From an optimization exercise on the open Yosys and OpenROAD flow, aimed at small area; shortcuts taken in it are not production practice. Function not checked in this run: the RTL went through the layout flow alone. Power is estimated from default activity; no workload was simulated.

### run.sh
#!/bin/bash
# synth_recipe.tcl (not shown) runs the flow's synth.tcl, then flattens the netlist and writes it again
# the make line also repeats each setting of config.mk as NAME=value (left out here)
make -C /OpenROAD-flow-scripts/flow DESIGN_CONFIG=/design/flow/config.mk WORK_HOME=/design/flow/orfs CLKGATE_MAP_FILE= SYNTH_SCRIPT=/design/flow/synth_recipe.tcl finish
### constraint.sdc
create_clock -name core_clock -period 25.0 [get_ports {clk}]
set_input_delay 5.0000 -clock core_clock [delete_from_list [all_inputs] [get_ports {clk}]]
set_output_delay 5.0000 -clock core_clock [all_outputs]
set_load 0.01 [all_outputs]
### config.mk
export PLATFORM = sky130hd
export DESIGN_NAME = vumeter
export DESIGN_NICKNAME = vumeter
export VERILOG_FILES = /design/flow/design.v
export SDC_FILE = /design/flow/constraint.sdc
export NUM_CORES = 4
export LEC_CHECK = 0
export CAP_MARGIN = 20
export CORE_MARGIN = 2
export CORE_UTILIZATION = 40
export SLEW_MARGIN = 20
### design.v
`timescale 1ns/10ps
module clk_divider(
	input clk,rst,
	output reg dclk
);
	parameter [9:0]factor = 10'd2;  
	reg [9:0]counter;
	always @ (posedge clk or posedge rst) begin
		if(rst)begin
			dclk <= 1'b0;
			counter <= 10'd0;
		end
		else begin
			if(counter == factor) begin
				dclk <= 1'b1;
				counter <= 1'b1;
			end
			else begin
				dclk <= 1'b0;
				counter <= counter + 1;
			end
		end
	end
endmodule
`timescale 1ns/1ps
module clkgen(
	input clk, rst,
	output uart_clk, vga_clk 
);
	clk_divider #(.factor('d54)) UART_CLK_DIVIDER(.clk(clk),.rst(rst),.dclk(uart_clk));
	clk_divider #(.factor(10'd4)) VGA_CLK_DIVIDER(.clk(clk),.rst(rst),.dclk(vga_clk));
endmodule
`timescale 1ns/10ps
module maj(
	input a,b,c,
	output o
);
	assign o = (a & b) | (a & c) | (b & c);
endmodule
`timescale 1ns/1ns
module mod16cntr(
	input clk,ce,rst,enable,
	output [3:0]count
);
	reg [3:0]count_ff,count_nxt;
	assign count = count_ff;
	always @ (*)
	begin 
		count_nxt = count_ff;
		if(enable)
			count_nxt = count_ff + 1'b1;
		else
			count_nxt = 'd0;
	end
	always @ (posedge clk or posedge rst)
	begin
		if(rst)
			count_ff <= -1;
		else if(ce) count_ff <= count_nxt;
	end
endmodule
`timescale 1ns/1ns
module mod8cntr(
	input clk,ce,rst,enable,
	output [3:0]count
);
	reg [3:0]count_ff,count_nxt;
	assign count = count_ff;
	always @(*)
	begin 
		count_nxt = count_ff;
		if(enable)
			count_nxt = count_ff + 1'b1;
	end
	always @(posedge clk or posedge rst)
	begin
		if(rst)
			count_ff <= 'd0;
		else if(ce) count_ff <= count_nxt;
	end
endmodule
`timescale 1ns/10ps
module uart(
	input rx,clk,ce,rst,
	output [7:0]data,
	output data_valid
);
	reg [2:0]state_ff;
	reg [2:0]state_nxt;
	reg [7:0]data_nxt;
	reg [7:0]data_ff;
	reg data_valid_ff,data_valid_nxt;
	wire [3:0]baud;
	wire baud_en;
	reg baud_en_nxt,baud_en_ff;
	wire baud15;
	reg [2:0]middle;
	wire vote;
	maj maj_vote(.a(middle[2]),.b(middle[1]),.c(middle[0]),.o(vote));
	mod16cntr counter(.clk(clk),.ce(ce),.rst(rst),.enable(baud_en_nxt),.count(baud));
	wire cntr_en;
	reg cntr_en_nxt,cntr_en_ff;
	wire c7;
	wire [2:0]c;
	mod8cntr counter2(.clk(clk),.ce(ce),.rst(rst),.enable(cntr_en_nxt),.count(c));
	always @(*)
	begin
		state_nxt = state_ff;
		data_nxt = data_ff;
		baud_en_nxt = baud_en_ff;
		cntr_en_nxt = cntr_en_ff;
		data_valid_nxt = data_valid_ff;
		case(state_ff)
			0:
			begin
				if(rx)
				begin
					state_nxt = 0;
					baud_en_nxt = 1'b0;
					cntr_en_nxt = 1'b0;
					data_valid_nxt = 1'b0;
				end
				else
				begin
					state_nxt = 1;
					baud_en_nxt = 1'b1;
				end
			end
			1:
			begin
				if(baud15)
				begin
					if (~vote)
						state_nxt = 2;
					else
						state_nxt = 0;
				end
			end
			2:
			begin
				if(baud15)
				begin
					data_nxt[c] = vote;
					cntr_en_nxt = 1'b1;
					if(c == 3'b111)
					begin
						data_nxt[c] = vote;
						state_nxt = 3;
						data_valid_nxt = 1'b1;
					end
					else
						state_nxt = 2;
				end
				else
					cntr_en_nxt = 1'b0;
			end
			3:
			begin
				if(baud15)
				begin
					if(vote)
						state_nxt = 0;
					else
						state_nxt = 4;
				end
				cntr_en_nxt = 1'b0;
			end
			4:
			begin
				if(baud15)
					state_nxt = 0;
			end
		endcase
	end
	always @(posedge clk or posedge rst)
	begin
		if(rst)
			middle <= 3'd0;
		else if(ce)
		begin
			if(baud == 4'b0111)
				middle <= {rx, middle[1:0]};
			else if(baud == 4'b1000)
				middle <= {middle[2], rx, middle[0]};
			else if(baud == 4'b1001)
				middle <= {middle[2:1], rx};
		end
	end
	always @(posedge clk or posedge rst)
	begin
		if(rst)
		begin
			state_ff <= 0;
			data_ff <= 8'd0;
			baud_en_ff <= 1'b0;
			cntr_en_ff <= 1'b0;
			data_valid_ff <= 1'b0;
		end
		else if(ce)
		begin
			state_ff <= state_nxt;
			data_ff <= data_nxt;
			baud_en_ff <= baud_en_nxt;
			cntr_en_ff <= cntr_en_nxt;
			data_valid_ff <= data_valid_nxt;
		end
	end
	assign data = data_ff;
	assign baud_en = baud_en_ff;
	assign cntr_en = cntr_en_ff;
	assign data_valid = data_valid_ff;
	assign baud15 = &baud;
endmodule
`timescale 1ns/10ps
module fifo(
    input clk,ce,rst,
    input [7:0]data_in,
    output reg [63:0]data_out
);
    always @(posedge clk or posedge rst)
    begin
        if(rst)
            data_out <= 64'd0;
        else if(ce)
            data_out <= {data_in,data_out[63:8]};
    end
endmodule
`timescale 1ns/10ps
module vga_sig(
    input clk,ce,rst,
    output hs,vs,active,
    output [9:0]x,y
);
    parameter [9:0]h_res = 'd640;   
    parameter [9:0]v_res = 'd480;   
    parameter [4:0]h_t_fp = 'd16;  
    parameter [6:0]h_t_pw = 'd96;  
    parameter [5:0]h_t_bp = 'd48;  
    parameter [3:0]v_t_fp = 'd10;  
    parameter [2:0]v_t_pw = 'd2;   
    parameter [5:0]v_t_bp = 'd33;  
    localparam line = h_res + h_t_fp + h_t_pw + h_t_bp;
    localparam frame = v_res + v_t_fp + v_t_pw + v_t_bp;
    reg [9:0]h_count,v_count;
    assign hs = ~((h_count >= h_t_fp) & (h_count < h_t_fp + h_t_pw));                  
    assign vs = ~((v_count >= v_res + v_t_fp) & (v_count < v_res + v_t_fp + v_t_pw));  
    assign active = (h_count >= h_t_fp + h_t_pw + h_t_bp) & (h_count < line) & (v_count >= 0) & (v_count < v_res);
    assign x = (active) ? h_count - h_t_fp - h_t_pw - h_t_bp : -1;  
    assign y = (active) ? v_count : -1;  
    always @(posedge clk or posedge rst)
    begin
        if(rst)
        begin
            h_count <= -1;
            v_count <= 0;
        end
        else if(ce)
        begin
            if(h_count == line - 1)
            begin
                h_count <= 0;
                v_count <= v_count + 1;
            end
            else
            begin
                h_count <= h_count + 1;
            end
            if(v_count == frame)
            begin
                v_count <= 0;
            end
        end
    end
endmodule
`timescale 1ns/10ps
module vga_top(
    input clk,ce,rst,
    input [127:0]data,
    output o_hs,o_vs,
    output [2:0]RED,GREEN,
    output [1:0]BLUE
);
    wire active;
    wire [9:0]x,y;
    vga_sig VGAS(.clk(clk),.ce(ce),.rst(rst),.hs(o_hs),.vs(o_vs),.active(active),.x(x),.y(y));
    reg [9:0]top[0:15];
    reg [9:0]bot[0:15];
    reg [9:0]lef[0:15];
    reg [9:0]rig[0:15];
    reg [0:15]r;
    reg [127:0]data_aux;
    integer i;
    always @(*)
    begin
        data_aux = data;
        for(i=0;i<16;i=i+1)
        begin
            lef[i] = (i * 80 + 1) % 640;
            rig[i] = ((i + 1) * 80) % 640 - 1;
            if(i<8)  
            begin
                top[i] = 240 - (data_aux[127:120]*240)/255;
                data_aux = data_aux << 8;
                bot[i] = 239;
            end
            else  
            begin
                top[i] = 479 - (data_aux[127:120]*240)/255;
                data_aux = data_aux << 8;
                bot[i] = 479;
            end
            r[i] = (x >= lef[i] & x < rig[i]) & (y >= top[i] & y < bot[i]);
        end
    end
    assign RED = {3{(r[0]|r[1]|r[2]|r[3]|r[4]|r[5]|r[6]|r[7]|r[8]|r[9]|r[10]|r[11]|r[12]|r[13]|r[14]|r[15]) & ((y >= 0 & y < 120) | (y >= 240 & y < 360))}};
    assign GREEN = {3{(r[0]|r[1]|r[2]|r[3]|r[4]|r[5]|r[6]|r[7]|r[8]|r[9]|r[10]|r[11]|r[12]|r[13]|r[14]|r[15]) & ((y >= 280 & y < 479) | (y >= 40 & y < 240))}};
    assign BLUE = 2'b00;
endmodule
`timescale 1ns/10ps
module vumeter(
	input rx,
	input clk,rst,
	output hs,vs,
	output [2:0]RED,GREEN,
	output [1:0]BLUE
);
	wire uart_ce;
	wire vga_ce;
	wire [7:0]data_uart;
	wire data_valid;
	reg data_valid_q;
	wire fifo_ce;
	wire [63:0]data_left,data_right;
	clkgen CLKGEN(.clk(clk),.rst(rst),.uart_clk(uart_ce),.vga_clk(vga_ce));
	uart UART(.rx(rx),.clk(clk),.ce(uart_ce),.rst(rst),.data(data_uart),.data_valid(data_valid));
	always @(posedge clk or posedge rst)
	begin
		if(rst)
			data_valid_q <= 1'b0;
		else
			data_valid_q <= data_valid;
	end
	assign fifo_ce = data_valid & ~data_valid_q;
	fifo LEFT(.clk(clk),.ce(fifo_ce),.rst(rst),.data_in(data_uart),.data_out(data_left));
	fifo RIGHT(.clk(clk),.ce(fifo_ce),.rst(rst),.data_in(data_uart),.data_out(data_right));
	vga_top VGA(.clk(clk),.ce(vga_ce),.rst(rst),.data({data_left,data_right}),.o_hs(hs),.o_vs(vs),.RED(RED),.GREEN(GREEN),.BLUE(BLUE));
endmodule
==> flow_summary.ini <==
[synth]
ys_ff_latch = 131
yosysWarnings = 14
synth_cells = 3962
synth.largest_area_cell = ha_1
synth_top_area_share_pct = 15.5
synth_flop_cell = dfrtp_1
async_flop_share_pct = 100
synthTopCellsByCount = ha_1, nand2_1, inv_1
syn-cell-area_um2 = 30500
yosys.cell_count.top_type = ha_1
avgSynthCellArea_um2 = 7.70
synth.area.top_cells = ha_1, dfrtp_1, fa_1
synth_edf_count = 0
ys_seq_area_share_pct = 10.8
synth.distinct_cells = 129

[clock_tree]
cts_buffers = 17
cts_setup_buffers = 0
cts_root_buf = clkbuf_16
cts_tree = yes
cts.clk_slew.worst_paths_ps = 70
clkLatencyLatePin_ps = 490
cts_hold_buf = 0
htreeDepth = 4
cts.repair.resized = 0
clk_path_buf_depth = 2
clock-sinks = 131

[setup_path]
cp.arrival_ps = 15750
worstPathMaxFanout = 9
crit_path_start_kind = flip-flop
slowest_delay_ps = 710
crit_type = flip-flop to primary output
required_ps = 20000
path_common_cell = inv_1
crit_slowest_cell = or4_1
worstSetupEndpointType = primary output

[sta]
slew_headroom_pct = 25.0
maxSlewViolCount = 0
finalSetupTns_ps = 0
setup_viol = 0
period_needed_ps = 20750
fmax_mhz = 48.2
tightest_slew_ps = 1120
rsz0062_at_grt = false
hold_violations = 0
worst_clock_skew_ps = 9.28
timing.final.crit_share_pct = 83.0

[power_and_ir_drop]
swShare_pct = 25.9
clock_power_share_pct = 55.9
seq_power_share_pct = 42.8
power_frac_comb_pct = 1.3
pwr_density_cell_nw_per_um2 = 15.4
internal-power_uw = 367
peakVddDrop_v = 0.0000446
p_switching_uw = 129
p_leak_uw = 0.0138

[drt]
ant_nets = 0
drt_wl_total_um = 81200
drt_drc_violations_left = 0
drt-initial-drc-count = 2227
dr_total_vias = 29317
post_drt_wl_per_cell_um = 16.6
viasPerCell = 5.99
dr.pass1.iters = 7

[flow_run]
drv_cap = 0

[cells_and_area]
fillCellCount = 7695
final_nets = 4389
synthToLayoutAreaGrowth_pct = 5.39
antenna_cells = 0
fin_cells = 4896
drive_gt1_share_pct = 5.77

[placement]
hpwlAfterDp_um = 64200
io_buffers = 10
place_inst = 4864
gp_congestion = 0.900

[die]
coreArea_um2 = 75700
die_area_um2 = 78500
rows = 101
die_h_um = 280
die_w_um = 280
ios = 13
start_util_pct = 40.3

[grt]
grtUsageTotal_pct = 20.7
grt_pass1_vias = 27258
antenna_found_initial = 1
grt_pass1_wl_um = 138000
grt_overflow = 0
grt_max_degree = 82

[min_path]
worstHoldPathType = flip-flop to flip-flop

[run_status]
outcome = no timing/DRC/antenna violations
-- placed cells by master, fill, tap and decap left out, drive strengths merged, types with 57 or more instances in the layout --
master / instances
a21oi: 240
nor2: 256
a211oi: 58
a31oi: 59
nor3: 130
inv: 306
ha: 377
o211ai: 66
fa: 104
nand4: 57
xnor2: 140
nor2b: 62
nand3: 138
o21ai: 293
xor2: 64
dfrtp: 117
a21o: 62
nand2b: 98
nand2: 309
and2: 72
-- power by group through the flow --
stage	clock, uW	combinational [uW]	sequential [uW]
floorplan	0	4.07	216
global placement	0	6.62	216
detailed placement	0	6.77	216
CTS	286	6.75	212
global route	293	7.55	212
finish	277	6.28	212
-- worst max-delay path: cells and delay by family, from the launching register on --
family	cells	cell delay, ps
xor gates and xnor gates	3	1000
DFF	1	440
AOI/OAI and AO/OA	23	4930
and+or+nand+nor	20	4770
adders and majority gates	9	2780
buffers and inverters	9	1270
-- cells by family after synthesis --
group | Yosys count | synth area share, %
adder cells (fa/ha/maj) | 488 | 22.5
multiplexers | 73 | 2.60
XOR/XNOR | 204 | 5.88
flip-flops | 131 | 10.8
buffers and inverters | 402 | 5.12
AO/OA/AOI/OAI | 1220 | 27.7
other | 2 | 0.0246
AND/OR/NAND/NOR | 1442 | 25.4
-- worst paths after layout --
| kind | from | endpoint | slack (ps) | cells past startpoint |
|---|---|---|---|---|
| setup / recovery | LEFT.data_out[33] | RED[0] | 4250 | 64 |
| hold / removal | UART.data_valid_ff | data_valid_q | 440 | 0 |
| setup reg to reg | VGA.VGAS.h_count[0] | VGA.VGAS.v_count[7] | 22470 | 9 |
| hold reg to reg | UART.data_valid_ff | data_valid_q | 440 | 0 |
| max in group asynchronous | rst | VGA.VGAS.v_count[2] | 18670 | 3 |
| min in group asynchronous | rst | CLKGEN.UART_CLK_DIVIDER.counter[7] | 5030 | 2 |
-- cell type report --
type | count | area [um2] | share of cell area, %
clock buffers | 18 | 439 | 1.37
clock inverters | 14 | 181 | 0.564
inverters | 299 | 1130 | 3.51
multi-input cells | 3431 | 25700 | 79.9
flip-flops and latches | 131 | 3300 | 10.2
well taps | 978 | 1220 | 3.80
repair buffers | 25 | 213 | 0.661
-- metal layers --
layer	GRT usage [%]	wire, um	share of wire, %	up-vias
met2	32.5	35500	44	705
met3	1.88	3200	3.9	73
met5	0	11	0.014	-
met1	30.3	41300	51	13901
met4	4.63	1170	1.4	2
li1	-	-	-	14636
-- sequential cells by signal, indices dropped and copies added, names as in the netlist, 3 cells and up --
signal                           count
CLKGEN.UART_CLK_DIVIDER.counter     10
CLKGEN.VGA_CLK_DIVIDER.counter      10
LEFT.data_out                       64
UART.counter.count_ff                4
UART.counter2.count_ff               3
UART.data_ff                         8
UART.middle                          3
UART.state_ff                        3
VGA.VGAS.h_count                    10
VGA.VGAS.v_count                    10
-- stage by stage --
| step | area [um2] | total power, uW | hold slack [ps] | worst slack, ps | util, % |
|---|---|---|---|---|---|
| finish | 32200 | 496 | 443 | 4250 | 42.5 |
| global route | 32200 | 513 | 471 | 2570 | 42.5 |
| CTS | 32200 | 505 | 452 | 4440 | 42.5 |
| detailed placement | 31500 | 223 | 436 | 5030 | 41.7 |
| global placement | 31500 | 223 | 424 | 5430 | 41.7 |
| floorplan | 30500 | 220 | 388 | 7330 | - |

## static timing again, ports no longer ideal
Ports are ideal in the flow. The routed layout listed here was re-timed in OpenROAD.
Step 1 (the two cells are an assumption about what drives the block):
set clk [get_ports {clk}]
set_driving_cell -lib_cell sky130_fd_sc_hd__clkbuf_16 $clk
set_driving_cell -lib_cell sky130_fd_sc_hd__buf_2 [delete_from_list [all_inputs] $clk]
Step 2, shift: input delay + t, output delay - t, t = (earliest + latest rising clock arrival at the registers) / 2. This alone moves slack from input paths to output paths.
a / b / c = no drivers / after step 1 / after step 2; a / b = the first two.
t, ns: 0.542
slack for setup (ns): 4.254 / 4.199 / 4.740
hold WS [ns]: 0.443 / 0.443 / 0.443
After both steps setup and hold are still met in this run. For this run, drivers alone change the setup slack by -0.055 ns; drivers and shift together by +0.486 ns.
